Context: an optimization exercise on an open-source flow, tuned for small area. The choices shown serve that exercise and are no tape-out recipe. RTL that was checked went through simulation tests only; none was proved equivalent to the original. Only the layout flow was run in runs 2 to 4; the RTL was not checked for function there. Power is estimated from default activity; no workload was simulated.

## flow/design.v (module list and top-level ports; edited modules follow where they fit)
// module WTA: 2559 lines
module WTA
#(
	parameter  MAXDISPARITY = 64 ,
	parameter  LPDI_WIDTH = 8 ,
	parameter  INPUTDATAWID = 513,
	parameter  OUTPUTDATAWID = 9
  )
(
	input wire                      clk,
	input wire                      en,
	input wire                      pixelEN,
	input  wire[INPUTDATAWID-1:0]   LPDi,
	output wire[OUTPUTDATAWID-1:0]  disparity
);
  // ...
==> flow/flow/run.sh <==
#!/bin/bash
set -euo pipefail
W=$PWD
PLAT="$FLOW_HOME/platforms/$FLOW_PLATFORM"
bash standard.sh synth > "$W/synth_ref.log" 2>&1
cp orfs/results/"$FLOW_PLATFORM"/WTA/base/1_2_yosys.v "$W/ref_synth.v"
python3 flow/map.py "$FLOW_DESIGN" "$W/ref_synth.v" "$W/mapped.v" > "$W/map.log" 2>&1
sed 's/\bmodule WTA\b/module WTA_rtl/' "$FLOW_DESIGN" > "$W/rtl_ref.v"
iverilog -g2012 -DFUNCTIONAL -DUNIT_DELAY=#0 -o "$W/selfcheck.vvp" flow/selfcheck_tb.v "$W/rtl_ref.v" \
  "$PLAT/verilog/primitives.v" "$PLAT/verilog/sky130_fd_sc_hd.v" "$W/mapped.v" > "$W/selfcheck.log" 2>&1
vvp -n "$W/selfcheck.vvp" >> "$W/selfcheck.log" 2>&1
grep -q "SELFCHECK PASS" "$W/selfcheck.log"
rm -rf orfs
bash standard.sh SYNTH_NETLIST_FILES="$W/mapped.v" \
  "BUFFER_PORTS_ARGS=-buffer_cell sky130_fd_sc_hd__buf_1" GPL_TIMING_DRIVEN=0 CORE_UTILIZATION=35 PLACE_DENSITY=0.50 "CTS_ARGS=-sink_clustering_enable -repair_clock_nets -buf_list sky130_fd_sc_hd__clkbuf_8 -dont_use_dummy_load" finish > "$W/layout.log" 2>&1
==> flow/flow/map.py <==
#!/usr/bin/env python3
"""Technology mapping for this design's RTL, which is written one gate per assignment.

usage: map.py design.v ref_synth.v out.v

Reads design.v (the version's RTL as the layout reads it), maps every
'assign nK = <expression>;' onto the sky130hd cell with that function, every bit of the
step-enabled registers onto sky130_fd_sc_hd__edfxtp_1, and writes the gate netlist.
Register instances get the names the standard synthesis gives them; ref_synth.v (the
standard synthesis of the same design.v) is read to check that the two netlists have the
same registers, by name and cell type. Stops with an error on anything it does not know."""
import re, sys

LIB = {
 'inv':    ('A', 'Y', '~{A}'),
 'nand2':  ('A B', 'Y', '~({A} & {B})'),
 'nor2':   ('A B', 'Y', '~({A} | {B})'),
 'and2':   ('A B', 'X', '{A} & {B}'),
 'or2':    ('A B', 'X', '{A} | {B}'),
 'nand3':  ('A B C', 'Y', '~({A} & {B} & {C})'),
 'nor3':   ('A B C', 'Y', '~({A} | {B} | {C})'),
 'and3':   ('A B C', 'X', '{A} & {B} & {C}'),
 'nand4':  ('A B C D', 'Y', '~({A} & {B} & {C} & {D})'),
 'nor4':   ('A B C D', 'Y', '~({A} | {B} | {C} | {D})'),
 'and4':   ('A B C D', 'X', '{A} & {B} & {C} & {D}'),
 'or4':    ('A B C D', 'X', '{A} | {B} | {C} | {D}'),
 'o22ai':  ('A1 A2 B1 B2', 'Y', '~(({A1} | {A2}) & ({B1} | {B2}))'),
 'a22oi':  ('A1 A2 B1 B2', 'Y', '~(({A1} & {A2}) | ({B1} & {B2}))'),
 'a22o':   ('A1 A2 B1 B2', 'X', '({A1} & {A2}) | ({B1} & {B2})'),
 'o22a':   ('A1 A2 B1 B2', 'X', '({A1} | {A2}) & ({B1} | {B2})'),
 'a21oi':  ('A1 A2 B1', 'Y', '~(({A1} & {A2}) | {B1})'),
 'a221o':  ('A1 A2 B1 B2 C1', 'X', '({A1} & {A2}) | ({B1} & {B2}) | {C1}'),
 'a221oi': ('A1 A2 B1 B2 C1', 'Y', '~(({A1} & {A2}) | ({B1} & {B2}) | {C1})'),
 'o221a':  ('A1 A2 B1 B2 C1', 'X', '({A1} | {A2}) & ({B1} | {B2}) & {C1}'),
 'o221ai': ('A1 A2 B1 B2 C1', 'Y', '~(({A1} | {A2}) & ({B1} | {B2}) & {C1})'),
 'mux2':   ('A0 A1 S', 'X', '{S} ? {A1} : {A0}'),
 'o21ai':  ('A1 A2 B1', 'Y', '~(({A1} | {A2}) & {B1})'),
 'mux4':   ('A0 A1 A2 A3 S0 S1', 'X', '{S1} ? ({S0} ? {A3} : {A2}) : ({S0} ? {A1} : {A0})'),
}
# same-area stronger variants
FREE = {'inv': 2, 'mux2': 2, 'or2': 2, 'o221a': 2, 'mux4': 2}
# (fanout at least, size) per cell type
FANOUT_SIZE = {
 'o22a': [(3, 2)], 'and2': [(3, 2), (6, 4)], 'and4': [(3, 2), (6, 4)],
 'or2': [(6, 4)], 'and3': [(3, 2), (6, 4)], 'or4': [(3, 2), (6, 4)],
 'a21oi': [(6, 2)],
}
SIG = r'([A-Za-z_]\w*(?:\s*\[\s*\d+\s*\])?)'

def pattern(tmpl):
    out = ''
    for part in re.split(r'(\{\w+\})', tmpl):
        if part.startswith('{'):
            out += SIG
        else:
            for ch in part:
                out += r'\s*' if ch == ' ' else re.escape(ch)
    return re.compile(r'^\s*' + out + r'\s*$')

# pins in the order their placeholders appear in the expression
PATS = [(k, pattern(v[2]), re.findall(r'\{(\w+)\}', v[2]), v[1]) for k, v in LIB.items()]
# most specific first: longer templates before shorter ones
PATS.sort(key=lambda p: -len(LIB[p[0]][2]))

def norm(s):
    return re.sub(r'\s+', '', s)

def die(msg):
    sys.exit('map.py: ' + msg)

def main():
    src, ref, out = sys.argv[1:4]
    text = open(src).read()
    text = re.sub(r'//[^\n]*', '', text)
    text = re.sub(r'/\*.*?\*/', '', text, flags=re.S)
    cells = []
    wires = []
    for m in re.finditer(r'\bassign\s+(n\d+)\s*=\s*([^;]*);', text):
        lhs, rhs = m.group(1), m.group(2)
        for typ, pat, pins, outpin in PATS:
            mm = pat.match(rhs)
            if mm:
                pd = {}
                for p, v in zip(pins, map(norm, mm.groups())):
                    if pd.setdefault(p, v) != v:
                        break
                else:
                    cells.append((typ, lhs, pd, outpin))
                    wires.append(lhs)
                    break
                continue
        else:
            die(f'no cell for assign {lhs} = {rhs}')
    m = re.search(r'\bwire\s+step\s*=\s*en\s*&\s*pixelEN\s*;', text)
    if not m:
        die('no step')
    regs = {}
    for m in re.finditer(r'\breg\s*\[\s*(\d+)\s*:\s*0\s*\]\s*(\w+)\s*;', text):
        regs[m.group(2)] = int(m.group(1)) + 1
    blocks = re.findall(r'always\s*@\s*\(\s*posedge\s+clk\s*\)\s*if\s*\(\s*step\s*\)\s*(\w+)\s*<=\s*\{([^}]*)\}\s*;', text)
    if sorted(b[0] for b in blocks) != sorted(regs):
        die(f'registers {sorted(regs)} vs assignments {[b[0] for b in blocks]}')

    def expand(item):
        item = norm(item)
        m = re.fullmatch(r'(\w+)\[(\d+):(\d+)\]', item)
        if m:
            hi, lo = int(m.group(2)), int(m.group(3))
            return [f'{m.group(1)}[{i}]' for i in range(hi, lo - 1, -1)]
        m = re.fullmatch(r"(\d+)'b([01]+)", item)
        if m:
            assert int(m.group(1)) == len(m.group(2))
            return ['zero' if c == '0' else 'one' for c in m.group(2)]
        return [item]

    flops = []
    for name, body in blocks:
        bits = [b for it in body.split(',') for b in expand(it)]
        if len(bits) != regs[name]:
            die(f'{name}: {len(bits)} bits for {regs[name]}')
        for i, d in enumerate(reversed(bits)):
            flops.append((f'{name}[{i}]', d))
    m = re.search(r'\bassign\s+disparity\s*=\s*\{([^}]*)\}\s*;', text)
    if not m:
        die('no disparity')
    outs = [b for it in m.group(1).split(',') for b in expand(it)]
    if len(outs) != 9:
        die('disparity width')
    outs = list(reversed(outs))

    # registers of the standard synthesis
    reftxt = open(ref).read()
    refregs = sorted(re.findall(r'(sky130_fd_sc_hd__\w+)\s+\\(\S+\$_\w+)\s', reftxt))
    mine = sorted(('sky130_fd_sc_hd__edfxtp_1', f'{q}$_DFFE_PP_') for q, _ in flops)
    if refregs != mine:
        die(f'registers differ from the standard synthesis: {refregs[:5]} ... vs {mine[:5]} ...')

    # drive strengths: free upgrades (same area), then by fanout
    fanout = {}
    for typ, o, pins, outpin in cells:
        for n in pins.values():
            fanout[n] = fanout.get(n, 0) + 1
    for q, d in flops:
        fanout[d] = fanout.get(d, 0) + 1
    size = {}
    for typ, o, pins, outpin in cells:
        s_ = FREE.get(typ, 1)
        fo = fanout.get(o, 0)
        for lim, sz in FANOUT_SIZE.get(typ, []):
            if fo >= lim:
                s_ = max(s_, sz)
        size[o] = s_
    regnames = {q for q, _ in flops}
    def net(n):
        if n in regnames:
            return '\\' + n + ' '
        return n
    L = ['module WTA(clk, en, pixelEN, LPDi, disparity);',
         '  input clk; input en; input pixelEN; input [512:0] LPDi; output [8:0] disparity;',
         '  wire zero;']
    for q, _ in flops:
        L.append(f'  wire {net(q)};')
    for w in wires:
        L.append(f'  wire {w};')
    # the step enable, one copy per 16 registers
    nstep = (len(flops) + 15) // 16
    for j in range(nstep):
        L.append(f'  wire step{j};')
        L.append(f'  sky130_fd_sc_hd__and2_2 ustep{j} (.A(en), .B(pixelEN), .X(step{j}));')
    for i, (typ, o, pins, outpin) in enumerate(cells):
        ps = ', '.join(f'.{p}({net(n)})' for p, n in pins.items())
        L.append(f'  sky130_fd_sc_hd__{typ}_{size[o]} g{i} ({ps}, .{outpin}({o}));')
    for j, (q, d) in enumerate(flops):
        L.append(f'  sky130_fd_sc_hd__edfxtp_1 \\{q}$_DFFE_PP_  (.CLK(clk), .D({net(d)}), .DE(step{j * nstep // len(flops)}), .Q({net(q)}));')
    if 'one' in outs:
        die('constant one output')
    L.append('  sky130_fd_sc_hd__conb_1 tie0 (.LO(zero));')
    for k, o in enumerate(outs):
        L.append(f'  assign disparity[{k}] = {net(o)};')
    L.append('endmodule')
    open(out, 'w').write('\n'.join(L) + '\n')
    print(f'map.py: {len(cells)} gates, {len(flops)} registers')

main()
==> flow/flow/selfcheck_tb.v <==
`timescale 1ns/1ps
module selfcheck_tb;
  reg clk = 0;
  reg en, pen;
  reg [512:0] lpdi;
  wire [8:0] d_net, d_rtl;
  WTA     u_net (.clk(clk), .en(en), .pixelEN(pen), .LPDi(lpdi), .disparity(d_net));
  WTA_rtl u_rtl (.clk(clk), .en(en), .pixelEN(pen), .LPDi(lpdi), .disparity(d_rtl));
  integer i, d, kind, steps, errors, seed, base;
  always #5 clk = ~clk;
  initial begin
    seed = 12345; steps = 0; errors = 0;
    en = 0; pen = 0; lpdi = 0;
    for (i = 0; i < 4000; i = i + 1) begin
      @(negedge clk);
      kind = $random(seed) & 7;
      base = $random(seed) & 255;
      for (d = 0; d < 64; d = d + 1)
        case (kind)
          0, 1: lpdi[8*d +: 8] = $random(seed);
          2, 3: lpdi[8*d +: 8] = base + ($random(seed) & 3);
          4:    lpdi[8*d +: 8] = base;
          5:    lpdi[8*d +: 8] = (($random(seed) & 15) == 0) ? ($random(seed) & 1) : 8'hff;
          6:    lpdi[8*d +: 8] = base ^ (1 << ($random(seed) & 7));
          default: lpdi[8*d +: 8] = ($random(seed) & 1) ? base : ~base;
        endcase
      lpdi[512] = $random(seed);
      en = (i < 1000) ? 1'b1 : (($random(seed) & 3) != 0);
      pen = (i < 1000) ? 1'b1 : (($random(seed) & 3) != 0);
      @(posedge clk);
      if (en && pen) steps = steps + 1;
      #1;
      if (steps >= 6 && d_net !== d_rtl) begin
        errors = errors + 1;
        if (errors < 5) $display("mismatch at %0d: net %h rtl %h", i, d_net, d_rtl);
      end
    end
    if (errors == 0) $display("SELFCHECK PASS");
    else $display("SELFCHECK FAIL %0d", errors);
    $finish;
  end
endmodule
==> flow/standard.sh <==
#!/bin/bash
# synth_recipe.tcl (not shown) runs the flow's synth.tcl, then flattens the netlist and writes it again
# the make line also repeats each setting of config.mk as NAME=value (left out here)
make -C /OpenROAD-flow-scripts/flow DESIGN_CONFIG=/design/flow/config.mk WORK_HOME=/design/flow/orfs CLKGATE_MAP_FILE= SYNTH_SCRIPT=/design/flow/synth_recipe.tcl "${@:-finish}"
==> flow/config.mk <==
export PLATFORM = sky130hd
export DESIGN_NAME = WTA
export DESIGN_NICKNAME = WTA
export VERILOG_FILES = /design/flow/design.v
export SDC_FILE = /design/flow/constraint.sdc
export NUM_CORES = 8
export LEC_CHECK = 0
export CAP_MARGIN = 20
export CORE_MARGIN = 2
export CORE_UTILIZATION = 40
export SLEW_MARGIN = 20
==> flow/constraint.sdc <==
create_clock -name core_clock -period 6.67 [get_ports {clk}]
set_input_delay 1.3340 -clock core_clock [delete_from_list [all_inputs] [get_ports {clk}]]
set_output_delay 1.3340 -clock core_clock [all_outputs]
set_load 0.01 [all_outputs]
==> results.txt, run 1 <==
CP top delay family=simple AND/OR/NAND/NOR gates; Final Hold Viols=0; Non-clk bufs=between 500 and 600; post-synth design cell area=10210 µm²; Placer Congestion=about 0.99; Biggest Area Class=multi-input combinational cells; Fmax=approximately 160 MHz; Setup WS pre-CTS=-0.4772 ns; Inverters, non-clock=3; status=complete, no violations; Cell Rows=between 60 and 70; WHS Path Cells=0; Seq pwr share=25.9%; crit path to=s1[17]; pins over their slew limit=0; Util after Layout=45.08%; # placed instances=between 2000 and 2500; routed vias/inst=~6.5; design area=12940 µm²; WP data required=about 6.7 ns; metal3 WL=3719 µm; Peak VDD IR=roughly 84 µV; wire per inst=around 22 µm; clock tree from TritonCTS=yes; commonest non-fill, non-tap cells in the layout=buf_1, o22ai_1, nor2_1; reg2reg path depth=6; Hold Buf Count CTS=0
==> inputs of run 2 (changes only) <==
--- a/flow/design.v
+++ b/flow/design.v
@@ -1274,18 +1274,16 @@
 wire n1258;
 wire n1259;
 wire n1260;
 wire n1261;
 wire n1262;
 wire n1263;
 wire n1264;
 wire n1265;
-wire n1266;
-wire n1267;
 assign n1 = ~(LPDi[7] & LPDi[15] & LPDi[23] & LPDi[31]);
 assign n2 = ~(LPDi[39] & LPDi[47] & LPDi[55] & LPDi[63]);
 assign n3 = n1 | n2;
 assign n4 = ~(n1 | n2);
 assign n5 = ~((LPDi[7] | LPDi[6]) & (LPDi[15] | LPDi[14]));
 assign n6 = ~((LPDi[23] | LPDi[22]) & (LPDi[31] | LPDi[30]));
 assign n7 = ~((LPDi[39] | LPDi[38]) & (LPDi[47] | LPDi[46]));
 assign n8 = ~((LPDi[55] | LPDi[54]) & (LPDi[63] | LPDi[62]));
@@ -2470,91 +2468,89 @@
 assign n1187 = ~((n106 | n1175) & (n128 | n1186) & n1163);
 assign n1188 = ~((n243 | n1175) & (n265 | n1186) & n1164);
 assign n1189 = ~((n380 | n1175) & (n402 | n1186) & n1165);
 assign n1190 = ~((n517 | n1175) & (n539 | n1186) & n1166);
 assign n1191 = ~((n654 | n1175) & (n676 | n1186) & n1167);
 assign n1192 = ~((n791 | n1175) & (n813 | n1186) & n1168);
 assign n1193 = ~((n928 | n1175) & (n950 | n1186) & n1169);
 assign n1194 = ~((n1065 | n1175) & (n1087 | n1186) & n1170);
-assign n1195 = n130 | n131;
-assign n1196 = n134 | n135;
-assign n1197 = n1195 ? n130 : n132;
-assign n1198 = n1196 ? n134 : n136;
-assign n1199 = n130 | n131 | n132 | n133;
-assign n1200 = n1199 ? n1197 : n1198;
-assign n1201 = n1199 ? n1195 : n1196;
-assign n1202 = n267 | n268;
-assign n1203 = n271 | n272;
-assign n1204 = n1202 ? n267 : n269;
-assign n1205 = n1203 ? n271 : n273;
-assign n1206 = n267 | n268 | n269 | n270;
-assign n1207 = n1206 ? n1204 : n1205;
-assign n1208 = n1206 ? n1202 : n1203;
-assign n1209 = n404 | n405;
-assign n1210 = n408 | n409;
-assign n1211 = n1209 ? n404 : n406;
-assign n1212 = n1210 ? n408 : n410;
-assign n1213 = n404 | n405 | n406 | n407;
-assign n1214 = n1213 ? n1211 : n1212;
-assign n1215 = n1213 ? n1209 : n1210;
-assign n1216 = n541 | n542;
-assign n1217 = n545 | n546;
-assign n1218 = n1216 ? n541 : n543;
-assign n1219 = n1217 ? n545 : n547;
-assign n1220 = n541 | n542 | n543 | n544;
-assign n1221 = n1220 ? n1218 : n1219;
-assign n1222 = n1220 ? n1216 : n1217;
-assign n1223 = n678 | n679;
-assign n1224 = n682 | n683;
-assign n1225 = n1223 ? n678 : n680;
-assign n1226 = n1224 ? n682 : n684;
-assign n1227 = n678 | n679 | n680 | n681;
-assign n1228 = n1227 ? n1225 : n1226;
-assign n1229 = n1227 ? n1223 : n1224;
-assign n1230 = n815 | n816;
-assign n1231 = n819 | n820;
-assign n1232 = n1230 ? n815 : n817;
-assign n1233 = n1231 ? n819 : n821;
-assign n1234 = n815 | n816 | n817 | n818;
-assign n1235 = n1234 ? n1232 : n1233;
-assign n1236 = n1234 ? n1230 : n1231;
-assign n1237 = n952 | n953;
-assign n1238 = n956 | n957;
-assign n1239 = n1237 ? n952 : n954;
-assign n1240 = n1238 ? n956 : n958;
-assign n1241 = n952 | n953 | n954 | n955;
-assign n1242 = n1241 ? n1239 : n1240;
-assign n1243 = n1241 ? n1237 : n1238;
-assign n1244 = n1089 | n1090;
-assign n1245 = n1093 | n1094;
-assign n1246 = n1244 ? n1089 : n1091;
-assign n1247 = n1245 ? n1093 : n1095;
-assign n1248 = n1089 | n1090 | n1091 | n1092;
-assign n1249 = n1248 ? n1246 : n1247;
-assign n1250 = n1248 ? n1244 : n1245;
+assign n1195 = ~(n130 | n131);
+assign n1196 = ~(n134 | n135);
+assign n1197 = n1195 ? n132 : n130;
+assign n1198 = n1196 ? n136 : n134;
+assign n1199 = ~(n130 | n131 | n132 | n133);
+assign n1200 = n1199 ? n1198 : n1197;
+assign n1201 = n1199 ? n1196 : n1195;
+assign n1202 = ~(n267 | n268);
+assign n1203 = ~(n271 | n272);
+assign n1204 = n1202 ? n269 : n267;
+assign n1205 = n1203 ? n273 : n271;
+assign n1206 = ~(n267 | n268 | n269 | n270);
+assign n1207 = n1206 ? n1205 : n1204;
+assign n1208 = n1206 ? n1203 : n1202;
+assign n1209 = ~(n404 | n405);
+assign n1210 = ~(n408 | n409);
+assign n1211 = n1209 ? n406 : n404;
+assign n1212 = n1210 ? n410 : n408;
+assign n1213 = ~(n404 | n405 | n406 | n407);
+assign n1214 = n1213 ? n1212 : n1211;
+assign n1215 = n1213 ? n1210 : n1209;
+assign n1216 = ~(n541 | n542);
+assign n1217 = ~(n545 | n546);
+assign n1218 = n1216 ? n543 : n541;
+assign n1219 = n1217 ? n547 : n545;
+assign n1220 = ~(n541 | n542 | n543 | n544);
+assign n1221 = n1220 ? n1219 : n1218;
+assign n1222 = n1220 ? n1217 : n1216;
+assign n1223 = ~(n678 | n679);
+assign n1224 = ~(n682 | n683);
+assign n1225 = n1223 ? n680 : n678;
+assign n1226 = n1224 ? n684 : n682;
+assign n1227 = ~(n678 | n679 | n680 | n681);
+assign n1228 = n1227 ? n1226 : n1225;
+assign n1229 = n1227 ? n1224 : n1223;
+assign n1230 = ~(n815 | n816);
+assign n1231 = ~(n819 | n820);
+assign n1232 = n1230 ? n817 : n815;
+assign n1233 = n1231 ? n821 : n819;
+assign n1234 = ~(n815 | n816 | n817 | n818);
+assign n1235 = n1234 ? n1233 : n1232;
+assign n1236 = n1234 ? n1231 : n1230;
+assign n1237 = ~(n952 | n953);
+assign n1238 = ~(n956 | n957);
+assign n1239 = n1237 ? n954 : n952;
+assign n1240 = n1238 ? n958 : n956;
+assign n1241 = ~(n952 | n953 | n954 | n955);
+assign n1242 = n1241 ? n1240 : n1239;
+assign n1243 = n1241 ? n1238 : n1237;
+assign n1244 = ~(n1089 | n1090);
+assign n1245 = ~(n1093 | n1094);
+assign n1246 = n1244 ? n1091 : n1089;
+assign n1247 = n1245 ? n1095 : n1093;
+assign n1248 = ~(n1089 | n1090 | n1091 | n1092);
+assign n1249 = n1248 ? n1247 : n1246;
+assign n1250 = n1248 ? n1245 : n1244;
 assign n1251 = s1[3] & s1[7] & s1[11] & s1[15];
 assign n1252 = s1[3] & s1[7];
 assign n1253 = s1[19] & s1[23];
 assign n1254 = n1251 ? n1253 : n1252;
 assign n1255 = n1251 ? (n1254 ? s1[27] : s1[19]) : (n1254 ? s1[11] : s1[3]);
 assign n1256 = n1254 ? (n1255 ? s1[12] : s1[8]) : (n1255 ? s1[4] : s1[0]);
 assign n1257 = n1254 ? (n1255 ? s1[28] : s1[24]) : (n1255 ? s1[20] : s1[16]);
 assign n1258 = n1251 ? n1257 : n1256;
 assign n1259 = n1254 ? (n1255 ? s1[13] : s1[9]) : (n1255 ? s1[5] : s1[1]);
 assign n1260 = n1254 ? (n1255 ? s1[29] : s1[25]) : (n1255 ? s1[21] : s1[17]);
 assign n1261 = n1251 ? n1260 : n1259;
 assign n1262 = n1254 ? (n1255 ? s1[14] : s1[10]) : (n1255 ? s1[6] : s1[2]);
 assign n1263 = n1254 ? (n1255 ? s1[30] : s1[26]) : (n1255 ? s1[22] : s1[18]);
 assign n1264 = n1251 ? n1263 : n1262;
 assign n1265 = ~n1258;
-assign n1266 = ~n1261;
-assign n1267 = ~n1264;
 reg [31:0] s1;
 always @(posedge clk)
 if (step)
 	s1 <= {LPDi[512], n1248, n1250, n1249, n1193, n1241, n1243, n1242, n1192, n1234, n1236, n1235, n1191, n1227, n1229, n1228, n1190, n1220, n1222, n1221, n1189, n1213, n1215, n1214, n1188, n1206, n1208, n1207, n1187, n1199, n1201, n1200};
 reg [34:0] pipe;
 always @(posedge clk)
 if (step)
-	pipe <= {pipe[27:0], s1[31], n1251, n1254, n1255, n1267, n1266, n1265};
+	pipe <= {pipe[27:0], s1[31], n1251, n1254, n1255, n1264, n1261, n1265};
 assign disparity = {pipe[34], 2'b00, pipe[33:28]};
 endmodule
==> flow/flow/run.sh (replaced) <==
#!/bin/bash
set -euo pipefail
W=$PWD
PLAT="$FLOW_HOME/platforms/$FLOW_PLATFORM"
bash standard.sh synth > "$W/synth_ref.log" 2>&1
cp orfs/results/"$FLOW_PLATFORM"/WTA/base/1_2_yosys.v "$W/ref_synth.v"
python3 flow/map.py "$FLOW_DESIGN" "$W/ref_synth.v" "$W/mapped.v" > "$W/map.log" 2>&1
sed 's/\bmodule WTA\b/module WTA_rtl/' "$FLOW_DESIGN" > "$W/rtl_ref.v"
iverilog -g2012 -DFUNCTIONAL -DUNIT_DELAY=#0 -o "$W/selfcheck.vvp" flow/selfcheck_tb.v "$W/rtl_ref.v" \
  "$PLAT/verilog/primitives.v" "$PLAT/verilog/sky130_fd_sc_hd.v" "$W/mapped.v" > "$W/selfcheck.log" 2>&1
vvp -n "$W/selfcheck.vvp" >> "$W/selfcheck.log" 2>&1
grep -q "SELFCHECK PASS" "$W/selfcheck.log"
rm -rf orfs
bash standard.sh SYNTH_NETLIST_FILES="$W/mapped.v" \
  "BUFFER_PORTS_ARGS=-buffer_cell sky130_fd_sc_hd__buf_1" GPL_TIMING_DRIVEN=0 CORE_UTILIZATION=35 PLACE_DENSITY=0.70 CTS_BUF_LIST=sky130_fd_sc_hd__clkbuf_8 finish > "$W/layout.log" 2>&1
==> run 2 against run 1 <==
Via count up 3.6%. Clock power up 19%. Still clean. First-iteration DRC count rose by 17%.
==> results.txt, run 2 <==
status=complete, no violations; Pre-antenna DRT Iters=7; Util after Layout=46.08% (+1.0 points); static leakage=approximately 3.8 nW; wire per inst=22.90 µm (+2.7%); clock tree buffer depth=2; GRT Residual Overflow=0; Final setup viols=0; DRC=0; Final HPWL DP=44350 µm; pin count of the biggest net entering global routing=15; Peak VDD IR=85.27 µV (+1.3%); Slew @ Worst Pin=~0.6 ns; max reg flops=35; Critical Path Slowest Stage Cell=a221o_1; Slew HR=roughly three fifths; clock root buffer=clkbuf_8; pins over their slew limit=0 (unchanged); CP Class=in -> reg; vias in the first global route=around 13000; Cell Rows=62 (unchanged); global-route usage over all layers=31.27%; first-pass GRT wire length=between 70000 and 80000 µm; Starting Density=35.44%; routed vias/inst=6.754 (+3.2%); Setup WS pre-CTS=-0.5369 ns (-0.05966 ns); ratio of cells with drive above 1 in the final layout=approximately 8%; Tmin final=~6.5 ns; Clk pin slew, worst setup/hold paths=roughly 0.080 ns; Die ar.=a little over 30000 µm²; CTS H-Tree Depth=3; DIE WIDTH=174.3 µm; CP bufs+invs=2; maximum fanout along the worst path=11; CP Cell Sequence=buf_1 -> nand4_1 -> o21ai_1 -> nand3_2 -> a22o_1 -> nor3_1 -> nor2_1 -> and4_1 -> nand2_1 -> a221o_1 -> nor3_1 -> nor2_1 -> and4_2 -> nand2_1 -> a221o_1 -> nor3_1 -> nor2_1 -> and4_1 -> nand2_1 -> a221oi_1 -> nor4_2 -> buf_4 -> mux2_2; max-capacitance violation count=0; Hold Buf Count CTS=0 (unchanged); Fmax=154.7 MHz (-1.0%); antenna violations before repair=7; Placer Congestion=1.044 (+5.9%); Worst Setup Slack, final=about 0.21 ns; Area Growth Syn to Fin=30.02%; placed inst area=between 10000 and 15000 µm²; vias post-DR=~15000; Mapped Cells=between 1000 and 1500; Sinks on Clock Net=67; post-route ant nets=0; final period utilization=a little over nine tenths; IO buf count=roughly 520; die height=approximately 170 µm; mean post-synth cell area=~7.6 µm²; CORE AREA=28630 µm²; hold_ws=0.4177 ns; Startpoint Class=input pin; design area=13190 µm² (+1.9%); commonest non-fill, non-tap cells in the layout=buf_1, nor2_1, o22ai_1; Arr. time, crit path=6.54 ns; WP data required=6.75 ns (about the same); Inserted Clock Buffers=9; Final Skew=around 0.011 ns; post-synth design cell area=10140 µm² (-0.66%); clock tree from TritonCTS=yes; Largest Register=pipe; Fillers=slightly below 3000; Iter 0 DRT Violations=about 1700; nets@finish=between 2000 and 2500; Worst path max stage delay=between 0.4 and 0.5 ns; CP top delay family=simple AND/OR/NAND/NOR gates; Final Hold Viols=0 (unchanged); largest registers=pipe: 35 flops, s1: 32 flops; most common cell after layout, fill and taps aside=buf_1; Hold Crit Class=reg -> reg; pwr dens=162.9 nW/µm²; Routed WL=51850 µm; # IOs=525; Clk Latency, worst-skew pair=0.34 ns; endpoint class of the critical path=flip-flop; Ys Warns=0
## run 2: changes by cell type in the layout (fill, tap and decap cells not counted), moves of 13 or more
cell,before,now
a221oi_1,62,38
nand2_1,57,70
nor2_1,221,238
or2_2,16,0
nand2_2,18,5
a221oi_2,2,19
## run 2: metrics by stage
stage / total power (W) / TNS, ns / cells
6_report: 0.002149 / 0 / 2264
5_1_grt: 0.002277 / -0.08635 / 2264
4_1_cts: 0.002017 / 0 / 2252
3_5_place_dp: 0.001718 / -6.645 / 2236
3_3_place_gp: 0.001693 / -4.333 / 2236
2_1_floorplan: 0.001257 / 0 / 1330
## run 2: timing repair
item	4_1_cts	5_1_grt
setup buffers	0	5
pin swaps	0	4
cloned	0	0
endpoints found under the setup margin	8	25
resized for setup	4	54
## run 2: cell type report
cell class,count,area (µm²),share of cell area [%]
Antenna cell,7,17.52,0.1328
Clock buffer,9,123.9,0.9391
Clock inverter,7,52.55,0.3984
Inverter,1,3.754,0.02846
Multi-Input combinational cell,1262,8503,64.47
Sequential cell,67,2012,15.25
Tap cell,384,480.5,3.643
Timing Repair Buffer,527,1997,15.14
## run 2: worst paths after layout
check,from,end,slack [ns],cells past startpoint
worst min-delay path,pipe[6],pipe[13],0.42,0
worst max-delay path,LPDi[462],s1[29],0.21,23
worst min register to register,pipe[6],pipe[13],0.42,0
worst max register to register,s1[3],pipe[1],3.95,5
## run 2: metal layers
metal / track usage, % / vias up / part of all wire (%)
li1: - / 6966 / -
met1: 41.80 / 7181 / 41
met2: 51.67 / 1014 / 46
met3: 3.653 / 131 / 9.0
met4: 11.80 / 0 / 3.7
met5: 0 / - / 0
## run 2: power breakdown
| group | switching [W] | internal (W) | total [W] |
|---|---|---|---|
| combinational | 0.000879 | 0.000454 | 0.00133 |
| clock | 0.000161 | 0.000136 | 0.000297 |
| sequential | 0.0000112 | 0.000508 | 0.000519 |
==> inputs of run 3 (changes only) <==
--- a/flow/flow/run.sh
+++ b/flow/flow/run.sh
@@ -12,4 +12,4 @@
 grep -q "SELFCHECK PASS" "$W/selfcheck.log"
 rm -rf orfs
 bash standard.sh SYNTH_NETLIST_FILES="$W/mapped.v" \
-  "BUFFER_PORTS_ARGS=-buffer_cell sky130_fd_sc_hd__buf_1" GPL_TIMING_DRIVEN=0 CORE_UTILIZATION=35 PLACE_DENSITY=0.70 CTS_BUF_LIST=sky130_fd_sc_hd__clkbuf_8 finish > "$W/layout.log" 2>&1
+  "BUFFER_PORTS_ARGS=-buffer_cell sky130_fd_sc_hd__buf_1" GPL_TIMING_DRIVEN=0 CORE_UTILIZATION=35 PLACE_DENSITY=0.50 CTS_BUF_LIST=sky130_fd_sc_hd__clkbuf_8 finish > "$W/layout.log" 2>&1
==> run 3 against run 2 <==
Still clean on timing, DRC and antenna. Combinational power decreased by 5%. Worst hold slack got worse by 0.0019 ns. Sequential share of layout area increased by 0.11 points. Final cell count about the same. Flip-flop and latch count unchanged.
==> results.txt, run 3 <==
CTS H-Tree Depth=3 (unchanged); Hold Crit Class=reg -> reg; WHS Path Cells=0 (unchanged); design area=13100 µm² (-0.72%); CORE AREA=28630 µm² (unchanged); Util after Layout=45.75% (-0.33 points); Hold Buf Count CTS=0 (unchanged); clock root buffer=clkbuf_8; Slew HR=62.22% (+2.8 points); post-route ant nets=0 (unchanged); max reg flops=35 (unchanged); status=complete, no violations; Cell Rows=62 (unchanged); Final Hold Viols=0 (unchanged); Final HPWL DP=43620 µm (-1.6%); maximum fanout along the worst path=11 (unchanged); DRC=0 (unchanged); # placed instances=2236 (unchanged); global-route usage over all layers=30.82% (-0.45 points); routed vias/inst=6.502 (-3.7%); Sinks on Clock Net=67 (unchanged); Mapped Cells=1329 (unchanged); GRT Residual Overflow=0 (unchanged); vias in the first global route=13240 (-0.88%); Worst R2R Start=s1[3]; Clk Latency, worst-skew pair=0.35 ns (about the same); Routed WL=50520 µm (-2.6%); nets@finish=2381 (-0.13%); endpoint class of the critical path=flip-flop; die height=174.3 µm (unchanged); Fillers=3065 (+3.8%); Placer Congestion=0.9308 (-11%); Clk pin slew, worst setup/hold paths=0.08 ns (about the same); IO buf count=522 (unchanged); mean post-synth cell area=7.633 µm² (unchanged); Iter 0 DRT Violations=1455 (-15%); Fmax=156.1 MHz (+0.87%); clock tree from TritonCTS=yes; placed inst area=12590 µm² (unchanged); Slew @ Worst Pin=0.5654 ns (-0.04395 ns); post-synth design cell area=10140 µm² (unchanged); reg2reg path depth=5 (unchanged); Final Skew=0.006846 ns (-0.004153 ns); Die ar.=30360 µm² (unchanged); Tmin final=6.408 ns (-0.05561 ns); ratio of cells with drive above 1 in the final layout=7.380% (-0.63 points); Startpoint Class=input pin; CP Class=in -> reg; final cell count without fillers=2265 (+0.044%); Final setup viols=0 (unchanged); WP data required=6.77 ns (+0.02 ns); final setup TNS=0 ns (unchanged); Area Growth Syn to Fin=29.08%; antenna violations before repair=10 (+3); # IOs=525 (unchanged); vias post-DR=14730 (-3.7%); max-capacitance violation count=0 (unchanged); Ys Warns=0 (unchanged); Worst Min Path Start=s1[31]; DIE WIDTH=174.3 µm (unchanged); Arr. time, crit path=6.51 ns (-0.03 ns); pin count of the biggest net entering global routing=15 (unchanged); final period utilization=96.07% (-0.83 points); pwr dens=163.4 nW/µm² (+0.33%); Inserted Clock Buffers=9 (unchanged); crit path from=LPDi[454]; Peak VDD IR=88.64 µV (+4.0%); wire per inst=22.31 µm (-2.6%); commonest non-fill, non-tap cells in the layout=buf_1, nor2_1, o22ai_1; first-pass GRT wire length=73510 µm (-1.8%); largest registers=pipe: 35 flops, s1: 32 flops; Pre-antenna DRT Iters=5 (-2); static leakage=3.807 nW (-0.66%); Largest Register=pipe; clock tree buffer depth=2 (unchanged); most common cell after layout, fill and taps aside=buf_1; pins over their slew limit=0 (unchanged); Starting Density=35.44% (unchanged); hold_ws=0.4158 ns (-0.001918 ns)
==> run 3: per-layer routing <==
layer	track usage (%)	up-vias	routed length, µm
met3	5.993	106	4168
met5	0	-	13
met4	13.80	2	2010
met2	51.52	744	23590
li1	-	7001	-
met1	38.40	6875	20740
==> run 3: layout make-up <==
class	instances	area [µm²]	area share, %
diodes	11	27.53	0.2102
clock buffers	9	123.9	0.9459
inverters	1	3.754	0.02866
multi-input cells	1262	8391	64.07
well taps	384	480.5	3.669
flip-flops and latches	67	2012	15.36
repair buffers	524	1974	15.08
clock inverters	7	82.58	0.6306
==> run 3: worst max-delay path, cell delays in order <==
cell	delay (ns)
buf_1	0.17
nand4_1	0.12
o21ai_1	0.18
nand3_2	0.27
a22o_1	0.36
nor3_1	0.22
nor2_1	0.08
and4_1	0.20
nand2_1	0.32
a221o_1	0.32
nor3_1	0.09
nor2_1	0.10
and4_2	0.29
nand2_1	0.21
a221o_1	0.45
nor3_1	0.21
nor2_1	0.09
and4_1	0.20
nand2_1	0.31
a221oi_1	0.16
nor2_1	0.19
mux2_2	0.36
mux2_2	0.27
==> run 3: what timing repair did <==
| action | CTS | global route |
|---|---|---|
| endpoints found under the setup margin | 4 | 26 |
| pin swaps | 0 | 3 |
| resized for setup | 2 | 41 |
| buffers inserted | 0 | 2 |
==> run 3: path summary, 6_finish.rpt <==
kind / to / slack [ns]
hold / removal: pipe[6] / 0.42
setup / recovery: s1[28] / 0.26
setup reg to reg: pipe[2] / 3.95
hold reg to reg: pipe[6] / 0.42
==> run 3: report_power, final <==
group / internal (W) / switching [W]
clock: 0.000178 / 0.000170
sequential: 0.000508 / 0.0000109
combinational: 0.000437 / 0.000836
total: 0.00112 / 0.00102
==> run 3: through the flow <==
stage / total power (W) / setup WS (ns)
floorplan: 0.001257 / 1.032
global placement: 0.001700 / -0.4365
detailed placement: 0.001705 / -0.4315
CTS: 0.002060 / 0.03167
global route: 0.002283 / -0.01809
finish: 0.002140 / 0.2618
==> inputs of run 4 (changes only) <==
--- a/flow/flow/run.sh
+++ b/flow/flow/run.sh
@@ -12,4 +12,4 @@
 grep -q "SELFCHECK PASS" "$W/selfcheck.log"
 rm -rf orfs
 bash standard.sh SYNTH_NETLIST_FILES="$W/mapped.v" \
-  "BUFFER_PORTS_ARGS=-buffer_cell sky130_fd_sc_hd__buf_1" GPL_TIMING_DRIVEN=0 CORE_UTILIZATION=35 PLACE_DENSITY=0.50 CTS_BUF_LIST=sky130_fd_sc_hd__clkbuf_8 finish > "$W/layout.log" 2>&1
+  "BUFFER_PORTS_ARGS=-buffer_cell sky130_fd_sc_hd__buf_1" GPL_TIMING_DRIVEN=0 CORE_UTILIZATION=35 PLACE_DENSITY=0.50 "CTS_ARGS=-sink_clustering_enable -repair_clock_nets -buf_list sky130_fd_sc_hd__clkbuf_8 -dont_use_dummy_load" finish > "$W/layout.log" 2>&1
==> run 4 against run 3 <==
Still clean on timing, DRC and antenna. Combinational power about the same. Via count down 0.36%. Worst hold slack worse by 0.019 ns. Global-route usage about the same. Clock power down 28%. Critical path type unchanged. Critical endpoint is now s1[20]. Largest cell class unchanged.
==> results.txt, run 4 <==
clock tree from TritonCTS=yes; clock tree buffer depth=2 (unchanged); CTS H-Tree Depth=3 (unchanged); Ys Warns=0 (unchanged); Starting Density=35.44% (unchanged); mean post-synth cell area=7.633 µm² (unchanged); Slew @ Worst Pin=0.5584 ns (-0.007007 ns); Seq pwr share=25.4% (+1.2 points); max-capacitance violation count=0 (unchanged); final period utilization=95.40% (-0.67 points); Net Switching=0.0009783 W (-3.8%); hold endpoint=pipe[6]; clock root buffer=clkbuf_8; Slew HR=62.69% (+0.47 points); Comb pwr share=62.3% (+2.8 points); most common cell after layout, fill and taps aside=buf_1; Final HPWL DP=43620 µm (unchanged); Inserted Clock Buffers=9 (unchanged); Startpoint Class=input pin; reg2reg path depth=5 (unchanged); final cell count without fillers=2257 (-0.35%); reg2reg end=pipe[2]; reg-to-reg setup timing slack=3.97 ns (+0.02 ns); Cell Rows=62 (unchanged); hold_ws=0.3968 ns (-0.01896 ns); vias in the first global route=13230 (-0.14%); Area Growth Syn to Fin=28.18%; CP Class=in -> reg; post-route ant nets=0 (unchanged); Final Hold Viols=0 (unchanged); Int Power=0.001064 W (-5.2%); routed vias/inst=6.502 (about the same); Clk pin slew, worst setup/hold paths=0.08 ns (about the same); IO buf count=522 (unchanged); # IOs=525 (unchanged); Largest Register=pipe; ratio of cells with drive above 1 in the final layout=7.035% (-0.34 points); Mapped Cells=1329 (unchanged); Iter 0 DRT Violations=1391 (-4.4%); Worst R2R Start=s1[3]; static leakage=3.759 nW (-1.3%); nets@finish=2380 (-0.042%); antenna violations before repair=10 (unchanged); endpoint class of the critical path=flip-flop; vias post-DR=14680 (-0.36%); Final setup viols=0 (unchanged); first-pass GRT wire length=73440 µm (about the same); pin count of the biggest net entering global routing=15 (unchanged); die height=174.3 µm (unchanged); wire per inst=22.37 µm (+0.29%); Pre-antenna DRT Iters=6 (+1); GRT Residual Overflow=0 (unchanged); Placer Congestion=0.9308 (unchanged); maximum fanout along the worst path=11 (unchanged); DIE WIDTH=174.3 µm (unchanged); Die ar.=30360 µm² (unchanged); global-route usage over all layers=30.80% (about the same); Fmax=157.2 MHz (+0.71%); commonest non-fill, non-tap cells in the layout=buf_1, nor2_1, o22ai_1; Sinks on Clock Net=67 (unchanged); pins over their slew limit=0 (unchanged); # placed instances=2236 (unchanged); pwr dens=157.1 nW/µm² (-3.9%); Worst Min Path Start=s1[31]; Arr. time, crit path=6.45 ns (-0.06 ns); Final Skew=0.01972 ns (+0.01287 ns); Hold Crit Class=reg -> reg; DRC=0 (unchanged); CORE AREA=28630 µm² (unchanged); largest registers=pipe: 35 flops, s1: 32 flops; Switching Fraction=47.89% (+0.37 points); Clk Latency, worst-skew pair=0.35 ns (about the same); Routed WL=50490 µm (about the same); post-synth design cell area=10140 µm² (unchanged); WHS Path Cells=0 (unchanged); Peak VDD IR=81.50 µV (-8.1%); Tmin final=6.363 ns (-0.04489 ns); WP data required=6.75 ns (-0.02 ns); max reg flops=35 (unchanged); Clock Power Share=12.2% (-4.1 points); status=complete, no violations
==> run 4: power by group through the flow <==
| stage | registers (W) | logic [W] | clock network (W) |
|---|---|---|---|
| after global routing | 0.000522 | 0.00138 | 0.000275 |
| after CTS | 0.000520 | 0.00118 | 0.000258 |
| after floorplan | 0.000522 | 0.000735 | 0 |
| final | 0.000520 | 0.00127 | 0.000250 |
| after global placement | 0.000528 | 0.00117 | 0 |
| after detailed placement | 0.000529 | 0.00118 | 0 |
==> run 4: layout make-up <==
class	instances	area (µm²)
Antenna cell	11	27.53
Tap cell	384	480.5
Sequential cell	67	2012
Clock buffer	9	123.9
Inverter	1	3.754
Fill cell	3075	15620
Multi-Input combinational cell	1262	8389
Timing Repair Buffer	523	1967
==> run 4: metrics by stage <==
stage	cell area, µm²	utilization [%]	setup TNS [ns]	setup slack, ns	total power, W
2_1_floorplan	10150	-	0	1.032	0.001257
3_3_place_gp	12590	43.98	-5.204	-0.4365	0.001700
3_5_place_dp	12590	43.98	-6.255	-0.4315	0.001705
4_1_cts	12720	44.45	0	0.004983	0.001960
5_1_grt	13000	45.41	-0.05954	-0.03313	0.002181
6_report	13000	45.43	0	0.3067	0.002043
==> run 4: critical path, stage by stage <==
cell	delay, ns
buf_1	0.14
nand4_1	0.11
o21ai_1	0.18
nand3_2	0.25
a22o_1	0.34
nor3_1	0.23
nor2_1	0.10
and4_1	0.19
nand2_1	0.29
a221o_1	0.31
nor3_1	0.08
nor2_1	0.13
and4_2	0.28
nand2_1	0.19
a221o_1	0.43
nor3_1	0.21
nor2_1	0.09
and4_1	0.20
nand2_1	0.31
a221oi_1	0.17
nor4_2	0.47
mux2_2	0.39
==> run 4: how the worst max path moves through the flow <==
stage / start / end / cells after the start
global route: LPDi[399] / s1[24] / 23
global placement: LPDi[22] / s1[0] / 22
CTS: LPDi[215] / s1[13] / 23
floorplan: LPDi[30] / s1[0] / 21
finish: LPDi[350] / s1[20] / 22
detailed placement: LPDi[286] / s1[17] / 22
==> run 4: layer usage <==
metal / track usage, % / share of wire (%)
met1: 38.39 / 41
met5: 0 / 0.026
met3: 6.059 / 8.1
met4: 13.69 / 4.2
met2: 51.46 / 46
==> run 4: what timing repair did <==
action	in CTS	in global routing
hold buffers	0	0
hold endpoints to repair	0	0
endpoints found under the setup margin	4	27
pin swaps	0	3
resized for setup	2	42
cloned	0	0
setup buffers	0	1

## static timing again, ports no longer ideal
Ports are ideal in the flow. The routed layouts listed here were re-timed in OpenROAD.
Step 1 assumes that a clkbuf_16 drives the clock port and a buf_2 every other input.
Step 2, shift: input delay + t, output delay - t, t = (earliest + latest rising clock arrival at the registers) / 2. This alone moves slack from input paths to output paths.
a / b / c = ideal ports / drivers / drivers and shift; a / b = the first two.
run	t, ns	slack for setup (ns)	worst hold slack (ns)	cell pins on the clock port's net
run 1	0.354	0.271 / 0.278 / -0.076	0.406 / 0.406 / 0.406	1
run 2	0.368	0.206 / 0.205 / -0.164	0.418 / 0.418 / 0.418	1
run 3	0.378	0.262 / 0.257 / -0.121	0.416 / 0.416 / 0.416	1
run 4	0.373	0.307 / 0.314 / -0.060	0.397 / 0.397 / 0.397	1
With both steps, setup timing fails in every run listed, where it was met with ideal ports. The setup slack of run 3, which loses most, moves by -0.005 ns with the drivers and by -0.383 ns with both steps.
